From an optimization exercise on the open Yosys and OpenROAD flow, aimed at small area and a short achievable clock period; shortcuts taken in it are not production practice.
Where RTL was checked, it was by simulation tests only, not by an equivalence proof against the original.

==> inputs of build 2 <==
==> flow/design.v (excerpt) <==
module RF_ALU (input clk,
               input RegSet,
               input RegWrite,
               input [3:0] ALU_control,
               input [31:0] instr,
               input [31:0] Writedata,
               output reg [31:0] rd1,
               output reg [31:0] rd2,
               output [31:0] ALU_result,
               output Zero);
wire [4:0] rs1 = instr[19:15];
wire [4:0] rs2 = instr[24:20];
wire [4:0] rd  = instr[11:7];
reg        pend_v;
reg [3:0]  pend_lo;     
reg [7:0]  pend_hi;     
reg        pend_alu;
reg [4:0]  pend_rd;
reg [31:0] pend_wd;
reg [31:0] regs [1:31];
wire [31:0] wdata = pend_alu ? ALU_result : pend_wd;
wire [31:0] stale;         
assign stale[0] = 1'b0;
wire [32*32-1:0] rows;     
assign rows[31:0] = wdata;
genvar r, k;
generate
    for (r = 1; r < 32; r = r + 1) begin : row
        wire we, hold;
        g_and2 w (.a(pend_lo[r % 4]), .b(pend_hi[r / 4]), .y(we));
        g_inv h (.a(we), .y(hold));
        wire [31:0] d;
        assign stale[r] = we;
        assign rows[32*r +: 32] = regs[r];
        for (k = 0; k < 32; k = k + 1) begin : bt
            g_ao22 wc (.a1(regs[r][k]), .a2(hold), .b1(wdata[k]), .b2(we), .y(d[k]));
        end
        always @(posedge clk) regs[r] <= d;
    end
endgenerate
wire pend_nz = pend_v && (pend_rd != 5'd0);
wire [31:0] sel1, sel2;
  ...
==> flow/config.mk <==
export PLATFORM = sky130hd
export DESIGN_NAME = RF_ALU
export DESIGN_NICKNAME = RF_ALU
export VERILOG_FILES = /design/flow/design.v
export SDC_FILE = /design/flow/constraint.sdc
export NUM_CORES = 8
export LEC_CHECK = 0
export CAP_MARGIN = 20
export CORE_MARGIN = 2
export CORE_UTILIZATION = 40
export SETUP_SLACK_MARGIN = 5
export SLEW_MARGIN = 20
export SYNTH_HIERARCHICAL = 1
==> flow/constraint.sdc <==
create_clock -name core_clock -period 9.0 [get_ports {clk}]
set_input_delay 1.8000 -clock core_clock [delete_from_list [all_inputs] [get_ports {clk}]]
set_output_delay 1.8000 -clock core_clock [all_outputs]
set_load 0.01 [all_outputs]
run.sh (not shown) runs the stock make flow with config.mk's settings and CLKGATE_MAP_FILE= SYNTH_SCRIPT=/design/flow/synth_recipe.tcl, a recipe that flattens the netlist after the stock synthesis.
==> build 65: changes against build 2 <==
--- a/flow/design.v
+++ b/flow/design.v
@@ -10,12 +10,10 @@
                output Zero);
 wire [4:0] rs1 = instr[19:15];
 wire [4:0] rs2 = instr[24:20];
 wire [4:0] rd  = instr[11:7];
 reg        pend_v;
-reg [3:0]  pend_lo;     
-reg [7:0]  pend_hi;     
 reg        pend_alu;
 reg [4:0]  pend_rd;
 reg [31:0] pend_wd;
 reg [31:0] regs [1:31];
 wire [31:0] wdata = pend_alu ? ALU_result : pend_wd;
@@ -24,26 +22,31 @@
 wire [32*32-1:0] rows;     
 assign rows[31:0] = wdata;
 genvar r, k;
 generate
     for (r = 1; r < 32; r = r + 1) begin : row
-        wire we, hold;
-        g_and2 w (.a(pend_lo[r % 4]), .b(pend_hi[r / 4]), .y(we));
-        g_inv h (.a(we), .y(hold));
+        wire we   = pend_v && (pend_rd == r);
+        wire hold = !we;
         wire [31:0] d;
         assign stale[r] = we;
         assign rows[32*r +: 32] = regs[r];
         for (k = 0; k < 32; k = k + 1) begin : bt
             g_ao22 wc (.a1(regs[r][k]), .a2(hold), .b1(wdata[k]), .b2(we), .y(d[k]));
         end
         always @(posedge clk) regs[r] <= d;
     end
 endgenerate
-wire pend_nz = pend_v && (pend_rd != 5'd0);
-wire [31:0] sel1, sel2;
-rf_dec dec1 (.rs(rs1), .stale(stale), .pv(pend_nz), .prd(pend_rd), .sel(sel1));
-rf_dec dec2 (.rs(rs2), .stale(stale), .pv(pend_nz), .prd(pend_rd), .sel(sel2));
+function [31:0] selects(input [4:0] rs, input [31:0] stl, input pv, input [4:0] prd);
+    integer j;
+    begin
+        selects[0] = pv && (rs == prd) && (rs != 5'd0);
+        for (j = 1; j < 32; j = j + 1)
+            selects[j] = (rs == j) && !stl[j];
+    end
+endfunction
+wire [31:0] sel1 = selects(rs1, stale, pend_v, pend_rd);
+wire [31:0] sel2 = selects(rs2, stale, pend_v, pend_rd);
 wire [31:0] a, b;
 generate
     for (k = 0; k < 32; k = k + 1) begin : rdbit
         wire [31:0] col;
         for (r = 0; r < 32; r = r + 1) begin : c
@@ -536,12 +539,33 @@
 g_oai21 p4g27 (.a1(l4t_27), .a2(l4g_11), .b1(l4g_27), .y(l5g_27));
 g_oai21 p4g28 (.a1(l4t_28), .a2(l4g_12), .b1(l4g_28), .y(l5g_28));
 g_oai21 p4g29 (.a1(l4t_29), .a2(l4g_13), .b1(l4g_29), .y(l5g_29));
 g_oai21 p4g30 (.a1(l4t_30), .a2(l4g_14), .b1(l4g_30), .y(l5g_30));
 g_oai21 p4g31 (.a1(l4t_31), .a2(l4g_15), .b1(l4g_31), .y(l5g_31));
-reg [1:0] zq;
-assign Zero = zq[0] & zq[1];
+reg [1:0] nzq;
+g_nor2 zr (.a(nzq[0]), .b(nzq[1]), .y(Zero));
+wire [31:0] ab_x;
+wire [15:0] ab_o1;
+wire [7:0] ab_o2;
+wire [3:0] ab_o3;
+wire ne_lo, ne_hi;
+generate
+    for (k = 0; k < 32; k = k + 1) begin : zx
+        g_xor2 x (.a(a[k]), .b(b[k]), .y(ab_x[k]));
+    end
+    for (k = 0; k < 16; k = k + 1) begin : z1
+        g_nor2 o (.a(ab_x[2*k]), .b(ab_x[2*k+1]), .y(ab_o1[k]));
+    end
+    for (k = 0; k < 8; k = k + 1) begin : z2
+        g_nand2 o (.a(ab_o1[2*k]), .b(ab_o1[2*k+1]), .y(ab_o2[k]));
+    end
+    for (k = 0; k < 4; k = k + 1) begin : z3
+        g_nor2 o (.a(ab_o2[2*k]), .b(ab_o2[2*k+1]), .y(ab_o3[k]));
+    end
+endgenerate
+g_nand2 z4l (.a(ab_o3[0]), .b(ab_o3[1]), .y(ne_lo));
+g_nand2 z4h (.a(ab_o3[2]), .b(ab_o3[3]), .y(ne_hi));
 assign ALU_result[0] = alu_p[0];
 g_xnor2 s1 (.a(alu_p[1]), .b(alu_g[0]), .y(ALU_result[1]));
 g_xor2 s2 (.a(alu_p[2]), .b(alu_g[1]), .y(ALU_result[2]));
 g_xnor2 s3 (.a(alu_p[3]), .b(l2g_2), .y(ALU_result[3]));
 g_xnor2 s4 (.a(alu_p[4]), .b(l2g_3), .y(ALU_result[4]));
@@ -573,12 +597,11 @@
 g_xor2 s30 (.a(alu_p[30]), .b(l5g_29), .y(ALU_result[30]));
 g_xor2 s31 (.a(alu_p[31]), .b(l5g_30), .y(ALU_result[31]));
 always @(posedge clk) begin
     rd1 <= a;
     rd2 <= b;
-    zq[0] <= (a[15:0] == b[15:0]);
-    zq[1] <= (a[31:16] == b[31:16]);
+    nzq <= {ne_hi, ne_lo};
     alu_p <= op_arith ? (a ^ b) : op_and ? (a & b) : op_or ? (a | b) : ALU_result;
     alu_g[0] <= g0n[0];
     alu_g[1] <= l1g_1;
     alu_g[2] <= l1g_2;
     alu_g[3] <= l1g_3;
@@ -639,45 +662,15 @@
     alu_t[28] <= l1t_28;
     alu_t[29] <= l1t_29;
     alu_t[30] <= l1t_30;
     alu_t[31] <= l1t_31;
     pend_v   <= (RegWrite || RegSet) && (rd != 5'd0);
-    pend_lo  <= ((RegWrite || RegSet) && (rd != 5'd0)) ? (4'd1 << rd[1:0]) : 4'd0;
-    pend_hi  <= 8'd1 << rd[4:2];
     pend_alu <= RegWrite;
     pend_rd  <= rd;
     pend_wd  <= Writedata;
 end
 endmodule
-module rf_dec (input [4:0] rs, input [31:0] stale, input pv, input [4:0] prd,
-               output [31:0] sel);
-wire [4:0] rn;
-wire [3:0] lo_n;
-wire [7:0] hi_n;
-wire [4:0] x;
-wire e0, e1;
-genvar j;
-generate
-    for (j = 0; j < 5; j = j + 1) begin : iv
-        g_inv i (.a(rs[j]), .y(rn[j]));
-        g_xnor2 c (.a(rs[j]), .b(prd[j]), .y(x[j]));
-    end
-    for (j = 0; j < 4; j = j + 1) begin : lo
-        g_nand2 n (.a(j & 1 ? rs[0] : rn[0]), .b(j & 2 ? rs[1] : rn[1]), .y(lo_n[j]));
-    end
-    for (j = 0; j < 8; j = j + 1) begin : hi
-        g_nand3 n (.a(j & 1 ? rs[2] : rn[2]), .b(j & 2 ? rs[3] : rn[3]),
-                   .c(j & 4 ? rs[4] : rn[4]), .y(hi_n[j]));
-    end
-    for (j = 1; j < 32; j = j + 1) begin : s
-        g_nor3 n (.a(lo_n[j % 4]), .b(hi_n[j / 4]), .c(stale[j]), .y(sel[j]));
-    end
-endgenerate
-g_nand3 c0 (.a(x[0]), .b(x[1]), .c(x[2]), .y(e0));
-g_nand3 c1 (.a(x[3]), .b(x[4]), .c(pv), .y(e1));
-g_nor2 c2 (.a(e0), .b(e1), .y(sel[0]));
-endmodule
 module rf_mux32 (input [31:0] sel, input [31:0] d, output q);
 wire [3:0] u;
 wire [1:0] v;
 genvar j;
 generate
@@ -705,16 +698,10 @@
 assign y = ~(a & b & c & d);
 endmodule
 module g_nand3 (input a, input b, input c, output y);
 assign y = ~(a & b & c);
 endmodule
-module g_nor3 (input a, input b, input c, output y);
-assign y = ~(a | b | c);
-endmodule
-module g_and2 (input a, input b, output y);
-assign y = a & b;
-endmodule
 module g_nand2 (input a, input b, output y);
 assign y = ~(a & b);
 endmodule
 module g_nor2 (input a, input b, output y);
 assign y = ~(a | b);
==> flow/flow/run.sh (new file) <==
#!/bin/bash
# Own layout flow: the standard flow (standard.sh, standard synthesis
# unchanged) with two changes to how the layout is made:
#  - port buffers are sky130_fd_sc_hd__buf_2 (timing repair resizes them),
#  - timing repair may change a cell's footprint in every step.
set -euo pipefail
export SETUP_SLACK_MARGIN=5
export BUFFER_PORTS_ARGS="-buffer_cell sky130_fd_sc_hd__buf_2"
sed 's|"\${@:-finish}"|MATCH_CELL_FOOTPRINT=0 "${@:-finish}"|' standard.sh > standard_own.sh
grep -q 'MATCH_CELL_FOOTPRINT=0' standard_own.sh
bash standard_own.sh > standard_flow.log 2>&1
==> flow/standard.sh (new file) <==
#!/bin/bash
# synth_recipe.tcl (not shown) runs the flow's synth.tcl, then flattens the netlist and writes it again
# the make line also repeats each setting of config.mk as NAME=value (left out here)
make -C /OpenROAD-flow-scripts/flow DESIGN_CONFIG=/design/flow/config.mk WORK_HOME=/design/flow/orfs CLKGATE_MAP_FILE= SYNTH_SCRIPT=/design/flow/synth_recipe.tcl "${@:-finish}"
- CTS_CLUSTER_DIAMETER: unset -> 80
- CTS_CLUSTER_SIZE: unset -> 24
- SETUP_SLACK_MARGIN: 5 -> unset
removed: flow/run.sh
==> trial 87: changes against build 2 <==
--- a/flow/design.v
+++ b/flow/design.v
@@ -10,12 +10,10 @@
                output Zero);
 wire [4:0] rs1 = instr[19:15];
 wire [4:0] rs2 = instr[24:20];
 wire [4:0] rd  = instr[11:7];
 reg        pend_v;
-reg [3:0]  pend_lo;     
-reg [7:0]  pend_hi;     
 reg        pend_alu;
 reg [4:0]  pend_rd;
 reg [31:0] pend_wd;
 reg [31:0] regs [1:31];
 wire [31:0] wdata = pend_alu ? ALU_result : pend_wd;
@@ -24,13 +22,12 @@
 wire [32*32-1:0] rows;     
 assign rows[31:0] = wdata;
 genvar r, k;
 generate
     for (r = 1; r < 32; r = r + 1) begin : row
-        wire we, hold;
-        g_and2 w (.a(pend_lo[r % 4]), .b(pend_hi[r / 4]), .y(we));
-        g_inv h (.a(we), .y(hold));
+        wire we   = pend_v && (pend_rd == r);
+        wire hold = !we;
         wire [31:0] d;
         assign stale[r] = we;
         assign rows[32*r +: 32] = regs[r];
         for (k = 0; k < 32; k = k + 1) begin : bt
             g_ao22 wc (.a1(regs[r][k]), .a2(hold), .b1(wdata[k]), .b2(we), .y(d[k]));
@@ -536,12 +533,33 @@
 g_oai21 p4g27 (.a1(l4t_27), .a2(l4g_11), .b1(l4g_27), .y(l5g_27));
 g_oai21 p4g28 (.a1(l4t_28), .a2(l4g_12), .b1(l4g_28), .y(l5g_28));
 g_oai21 p4g29 (.a1(l4t_29), .a2(l4g_13), .b1(l4g_29), .y(l5g_29));
 g_oai21 p4g30 (.a1(l4t_30), .a2(l4g_14), .b1(l4g_30), .y(l5g_30));
 g_oai21 p4g31 (.a1(l4t_31), .a2(l4g_15), .b1(l4g_31), .y(l5g_31));
-reg [1:0] zq;
-assign Zero = zq[0] & zq[1];
+reg [1:0] nzq;
+g_nor2 zr (.a(nzq[0]), .b(nzq[1]), .y(Zero));
+wire [31:0] ab_x;
+wire [15:0] ab_o1;
+wire [7:0] ab_o2;
+wire [3:0] ab_o3;
+wire ne_lo, ne_hi;
+generate
+    for (k = 0; k < 32; k = k + 1) begin : zx
+        g_xor2 x (.a(a[k]), .b(b[k]), .y(ab_x[k]));
+    end
+    for (k = 0; k < 16; k = k + 1) begin : z1
+        g_nor2 o (.a(ab_x[2*k]), .b(ab_x[2*k+1]), .y(ab_o1[k]));
+    end
+    for (k = 0; k < 8; k = k + 1) begin : z2
+        g_nand2 o (.a(ab_o1[2*k]), .b(ab_o1[2*k+1]), .y(ab_o2[k]));
+    end
+    for (k = 0; k < 4; k = k + 1) begin : z3
+        g_nor2 o (.a(ab_o2[2*k]), .b(ab_o2[2*k+1]), .y(ab_o3[k]));
+    end
+endgenerate
+g_nand2 z4l (.a(ab_o3[0]), .b(ab_o3[1]), .y(ne_lo));
+g_nand2 z4h (.a(ab_o3[2]), .b(ab_o3[3]), .y(ne_hi));
 assign ALU_result[0] = alu_p[0];
 g_xnor2 s1 (.a(alu_p[1]), .b(alu_g[0]), .y(ALU_result[1]));
 g_xor2 s2 (.a(alu_p[2]), .b(alu_g[1]), .y(ALU_result[2]));
 g_xnor2 s3 (.a(alu_p[3]), .b(l2g_2), .y(ALU_result[3]));
 g_xnor2 s4 (.a(alu_p[4]), .b(l2g_3), .y(ALU_result[4]));
@@ -573,12 +591,11 @@
 g_xor2 s30 (.a(alu_p[30]), .b(l5g_29), .y(ALU_result[30]));
 g_xor2 s31 (.a(alu_p[31]), .b(l5g_30), .y(ALU_result[31]));
 always @(posedge clk) begin
     rd1 <= a;
     rd2 <= b;
-    zq[0] <= (a[15:0] == b[15:0]);
-    zq[1] <= (a[31:16] == b[31:16]);
+    nzq <= {ne_hi, ne_lo};
     alu_p <= op_arith ? (a ^ b) : op_and ? (a & b) : op_or ? (a | b) : ALU_result;
     alu_g[0] <= g0n[0];
     alu_g[1] <= l1g_1;
     alu_g[2] <= l1g_2;
     alu_g[3] <= l1g_3;
@@ -639,12 +656,10 @@
     alu_t[28] <= l1t_28;
     alu_t[29] <= l1t_29;
     alu_t[30] <= l1t_30;
     alu_t[31] <= l1t_31;
     pend_v   <= (RegWrite || RegSet) && (rd != 5'd0);
-    pend_lo  <= ((RegWrite || RegSet) && (rd != 5'd0)) ? (4'd1 << rd[1:0]) : 4'd0;
-    pend_hi  <= 8'd1 << rd[4:2];
     pend_alu <= RegWrite;
     pend_rd  <= rd;
     pend_wd  <= Writedata;
 end
 endmodule
@@ -708,13 +723,10 @@
 assign y = ~(a & b & c);
 endmodule
 module g_nor3 (input a, input b, input c, output y);
 assign y = ~(a | b | c);
 endmodule
-module g_and2 (input a, input b, output y);
-assign y = a & b;
-endmodule
 module g_nand2 (input a, input b, output y);
 assign y = ~(a & b);
 endmodule
 module g_nor2 (input a, input b, output y);
 assign y = ~(a | b);
- CTS_CLUSTER_DIAMETER: unset -> 70
- CTS_CLUSTER_SIZE: unset -> 20
==> trial 71: changes against build 2 <==
--- a/flow/design.v
+++ b/flow/design.v
@@ -10,12 +10,10 @@
                output Zero);
 wire [4:0] rs1 = instr[19:15];
 wire [4:0] rs2 = instr[24:20];
 wire [4:0] rd  = instr[11:7];
 reg        pend_v;
-reg [3:0]  pend_lo;     
-reg [7:0]  pend_hi;     
 reg        pend_alu;
 reg [4:0]  pend_rd;
 reg [31:0] pend_wd;
 reg [31:0] regs [1:31];
 wire [31:0] wdata = pend_alu ? ALU_result : pend_wd;
@@ -24,26 +22,31 @@
 wire [32*32-1:0] rows;     
 assign rows[31:0] = wdata;
 genvar r, k;
 generate
     for (r = 1; r < 32; r = r + 1) begin : row
-        wire we, hold;
-        g_and2 w (.a(pend_lo[r % 4]), .b(pend_hi[r / 4]), .y(we));
-        g_inv h (.a(we), .y(hold));
+        wire we   = pend_v && (pend_rd == r);
+        wire hold = !we;
         wire [31:0] d;
         assign stale[r] = we;
         assign rows[32*r +: 32] = regs[r];
         for (k = 0; k < 32; k = k + 1) begin : bt
             g_ao22 wc (.a1(regs[r][k]), .a2(hold), .b1(wdata[k]), .b2(we), .y(d[k]));
         end
         always @(posedge clk) regs[r] <= d;
     end
 endgenerate
-wire pend_nz = pend_v && (pend_rd != 5'd0);
-wire [31:0] sel1, sel2;
-rf_dec dec1 (.rs(rs1), .stale(stale), .pv(pend_nz), .prd(pend_rd), .sel(sel1));
-rf_dec dec2 (.rs(rs2), .stale(stale), .pv(pend_nz), .prd(pend_rd), .sel(sel2));
+function [31:0] selects(input [4:0] rs, input [31:0] stl, input pv, input [4:0] prd);
+    integer j;
+    begin
+        selects[0] = pv && (rs == prd) && (rs != 5'd0);
+        for (j = 1; j < 32; j = j + 1)
+            selects[j] = (rs == j) && !stl[j];
+    end
+endfunction
+wire [31:0] sel1 = selects(rs1, stale, pend_v, pend_rd);
+wire [31:0] sel2 = selects(rs2, stale, pend_v, pend_rd);
 wire [31:0] a, b;
 generate
     for (k = 0; k < 32; k = k + 1) begin : rdbit
         wire [31:0] col;
         for (r = 0; r < 32; r = r + 1) begin : c
@@ -536,12 +539,33 @@
 g_oai21 p4g27 (.a1(l4t_27), .a2(l4g_11), .b1(l4g_27), .y(l5g_27));
 g_oai21 p4g28 (.a1(l4t_28), .a2(l4g_12), .b1(l4g_28), .y(l5g_28));
 g_oai21 p4g29 (.a1(l4t_29), .a2(l4g_13), .b1(l4g_29), .y(l5g_29));
 g_oai21 p4g30 (.a1(l4t_30), .a2(l4g_14), .b1(l4g_30), .y(l5g_30));
 g_oai21 p4g31 (.a1(l4t_31), .a2(l4g_15), .b1(l4g_31), .y(l5g_31));
-reg [1:0] zq;
-assign Zero = zq[0] & zq[1];
+reg [1:0] nzq;
+g_nor2 zr (.a(nzq[0]), .b(nzq[1]), .y(Zero));
+wire [31:0] ab_x;
+wire [15:0] ab_o1;
+wire [7:0] ab_o2;
+wire [3:0] ab_o3;
+wire ne_lo, ne_hi;
+generate
+    for (k = 0; k < 32; k = k + 1) begin : zx
+        g_xor2 x (.a(a[k]), .b(b[k]), .y(ab_x[k]));
+    end
+    for (k = 0; k < 16; k = k + 1) begin : z1
+        g_nor2 o (.a(ab_x[2*k]), .b(ab_x[2*k+1]), .y(ab_o1[k]));
+    end
+    for (k = 0; k < 8; k = k + 1) begin : z2
+        g_nand2 o (.a(ab_o1[2*k]), .b(ab_o1[2*k+1]), .y(ab_o2[k]));
+    end
+    for (k = 0; k < 4; k = k + 1) begin : z3
+        g_nor2 o (.a(ab_o2[2*k]), .b(ab_o2[2*k+1]), .y(ab_o3[k]));
+    end
+endgenerate
+g_nand2 z4l (.a(ab_o3[0]), .b(ab_o3[1]), .y(ne_lo));
+g_nand2 z4h (.a(ab_o3[2]), .b(ab_o3[3]), .y(ne_hi));
 assign ALU_result[0] = alu_p[0];
 g_xnor2 s1 (.a(alu_p[1]), .b(alu_g[0]), .y(ALU_result[1]));
 g_xor2 s2 (.a(alu_p[2]), .b(alu_g[1]), .y(ALU_result[2]));
 g_xnor2 s3 (.a(alu_p[3]), .b(l2g_2), .y(ALU_result[3]));
 g_xnor2 s4 (.a(alu_p[4]), .b(l2g_3), .y(ALU_result[4]));
@@ -573,12 +597,11 @@
 g_xor2 s30 (.a(alu_p[30]), .b(l5g_29), .y(ALU_result[30]));
 g_xor2 s31 (.a(alu_p[31]), .b(l5g_30), .y(ALU_result[31]));
 always @(posedge clk) begin
     rd1 <= a;
     rd2 <= b;
-    zq[0] <= (a[15:0] == b[15:0]);
-    zq[1] <= (a[31:16] == b[31:16]);
+    nzq <= {ne_hi, ne_lo};
     alu_p <= op_arith ? (a ^ b) : op_and ? (a & b) : op_or ? (a | b) : ALU_result;
     alu_g[0] <= g0n[0];
     alu_g[1] <= l1g_1;
     alu_g[2] <= l1g_2;
     alu_g[3] <= l1g_3;
@@ -639,45 +662,15 @@
     alu_t[28] <= l1t_28;
     alu_t[29] <= l1t_29;
     alu_t[30] <= l1t_30;
     alu_t[31] <= l1t_31;
     pend_v   <= (RegWrite || RegSet) && (rd != 5'd0);
-    pend_lo  <= ((RegWrite || RegSet) && (rd != 5'd0)) ? (4'd1 << rd[1:0]) : 4'd0;
-    pend_hi  <= 8'd1 << rd[4:2];
     pend_alu <= RegWrite;
     pend_rd  <= rd;
     pend_wd  <= Writedata;
 end
 endmodule
-module rf_dec (input [4:0] rs, input [31:0] stale, input pv, input [4:0] prd,
-               output [31:0] sel);
-wire [4:0] rn;
-wire [3:0] lo_n;
-wire [7:0] hi_n;
-wire [4:0] x;
-wire e0, e1;
-genvar j;
-generate
-    for (j = 0; j < 5; j = j + 1) begin : iv
-        g_inv i (.a(rs[j]), .y(rn[j]));
-        g_xnor2 c (.a(rs[j]), .b(prd[j]), .y(x[j]));
-    end
-    for (j = 0; j < 4; j = j + 1) begin : lo
-        g_nand2 n (.a(j & 1 ? rs[0] : rn[0]), .b(j & 2 ? rs[1] : rn[1]), .y(lo_n[j]));
-    end
-    for (j = 0; j < 8; j = j + 1) begin : hi
-        g_nand3 n (.a(j & 1 ? rs[2] : rn[2]), .b(j & 2 ? rs[3] : rn[3]),
-                   .c(j & 4 ? rs[4] : rn[4]), .y(hi_n[j]));
-    end
-    for (j = 1; j < 32; j = j + 1) begin : s
-        g_nor3 n (.a(lo_n[j % 4]), .b(hi_n[j / 4]), .c(stale[j]), .y(sel[j]));
-    end
-endgenerate
-g_nand3 c0 (.a(x[0]), .b(x[1]), .c(x[2]), .y(e0));
-g_nand3 c1 (.a(x[3]), .b(x[4]), .c(pv), .y(e1));
-g_nor2 c2 (.a(e0), .b(e1), .y(sel[0]));
-endmodule
 module rf_mux32 (input [31:0] sel, input [31:0] d, output q);
 wire [3:0] u;
 wire [1:0] v;
 genvar j;
 generate
@@ -705,16 +698,10 @@
 assign y = ~(a & b & c & d);
 endmodule
 module g_nand3 (input a, input b, input c, output y);
 assign y = ~(a & b & c);
 endmodule
-module g_nor3 (input a, input b, input c, output y);
-assign y = ~(a | b | c);
-endmodule
-module g_and2 (input a, input b, output y);
-assign y = a & b;
-endmodule
 module g_nand2 (input a, input b, output y);
 assign y = ~(a & b);
 endmodule
 module g_nor2 (input a, input b, output y);
 assign y = ~(a | b);
- CTS_CLUSTER_DIAMETER: unset -> 80
- CTS_CLUSTER_SIZE: unset -> 24
==> results.json <==
{
  "rr_endpoint": "nzq[1]",
  "crit_required_ns": 9.63,
  "grtUsageTotal_pct": 33.1,
  "place_congestion": 0.946,
  "wl_met1_mm": 88.1,
  "grt_pass1_vias": 42700,
  "slowest_delay_ns": 0.40,
  "worstPathMaxFanout": 16,
  "wl_met3_mm": 31.4,
  "min_period_over_period_pct": 45.4,
  "num_rows": 127,
  "nets": 5150,
  "run_status": "complete, no violations",
  "worstMarginPinSlew_ns": 1.14,
  "multiInputGateArea_um2": 26100,
  "cp.arrival_ns": 4.72,
  "grt_use_met3_pct": 13.7
}
The numbers above come from build 65.

==> results.json <==
{
  "run_status": "complete, no violations",
  "min_period_over_period_pct": 45.0,
  "rr_endpoint": "alu_g[10]",
  "wl_met3_mm": 31.5,
  "grtUsageTotal_pct": 34.0,
  "cp.arrival_ns": 2.25,
  "inverters_excl_clock": 104,
  "syn2layout_area_growth_pct": 20.0,
  "swShare_pct": 34.6,
  "crit_required_ns": 7.20,
  "wl_met1_mm": 87.6,
  "grt_use_met3_pct": 12.6,
  "syn_nets": 4755,
  "multiInputGateArea_um2": 26300,
  "grt_pass1_vias": 43300,
  "dp_cells": 6497,
  "finalHoldViolations": 0,
  "powerDensity_nw_per_um2": 263,
  "critical-path-top-delay-family": "buffers and inverters",
  "num_rows": 127,
  "worstPathMaxFanout": 3,
  "slowest_delay_ns": 0.39
}
The numbers above come from trial 71.

==> results.json <==
{
  "grt_pass1_vias": 45400,
  "place_congestion": 0.930,
  "run_status": "complete, no violations",
  "cp.arrival_ns": 4.71,
  "nets": 5219,
  "worstPathMaxFanout": 16,
  "crit_required_ns": 9.62,
  "wl_met1_mm": 88.5,
  "grtUsageTotal_pct": 34.4,
  "grt_use_met3_pct": 10.9,
  "worstMarginPinSlew_ns": 1.12,
  "num_rows": 128,
  "rr_worst_depth": 13,
  "min_period_over_period_pct": 45.4,
  "wl_met3_mm": 30.4
}
The numbers above come from trial 87.

==> results.json <==
{
  "min_period_over_period_pct": 45.4,
  "crit_required_ns": 9.70,
  "worstMarginPinSlew_ns": 1.01,
  "grt_use_met3_pct": 10.3,
  "run_status": "complete, no violations",
  "wl_met3_mm": 26.6,
  "place_congestion": 0.929,
  "grt_pass1_vias": 43400,
  "worstPathMaxFanout": 33,
  "wl_met1_mm": 86.6,
  "num_rows": 127,
  "nets": 5220,
  "slowest_delay_ns": 0.35,
  "grtUsageTotal_pct": 33.2,
  "multiInputGateArea_um2": 26400
}
The numbers above come from build 2.

Function not checked in build 2: the RTL went through the layout flow alone.

==> what the ideal ports hide <==
In the flow no input, the clock included, has a driving cell. The finished layouts below were timed again as built, in two steps.
Step 1, drivers: a clkbuf_16 drives clk and a buf_2 each remaining input, both assumed.
Step 2 also shifts input and output timing later by t, the mid clock arrival at the registers, as if the neighbouring blocks saw the same clock.
a / b / c = no drivers / after step 1 / after step 2; a / b = the first two.
run | shift t [ns] | setup WS [ns] | hold slack, ns | clock arrival spread, ns | cell pins on the clock port's net
build 2 | 0.839 | 4.914 / 4.841 / 4.023 | 0.509 / 0.509 / 0.509 | 0.038 / 0.038 | 1
build 65 | 0.798 | 4.914 / 4.856 / 4.058 | 0.515 / 0.515 / 0.515 | 0.054 / 0.054 | 1
trial 87 | 0.784 | 4.911 / 4.846 / 4.158 | 0.514 / 0.514 / 0.514 | 0.035 / 0.034 | 1
trial 71 | 0.786 | 4.946 / 4.874 / 4.204 | 0.513 / 0.513 / 0.513 | 0.036 / 0.035 | 1
After both steps setup and hold are still met in every run listed. The setup slack of build 2, which loses most, moves by -0.073 ns with the drivers and by -0.891 ns with both steps.
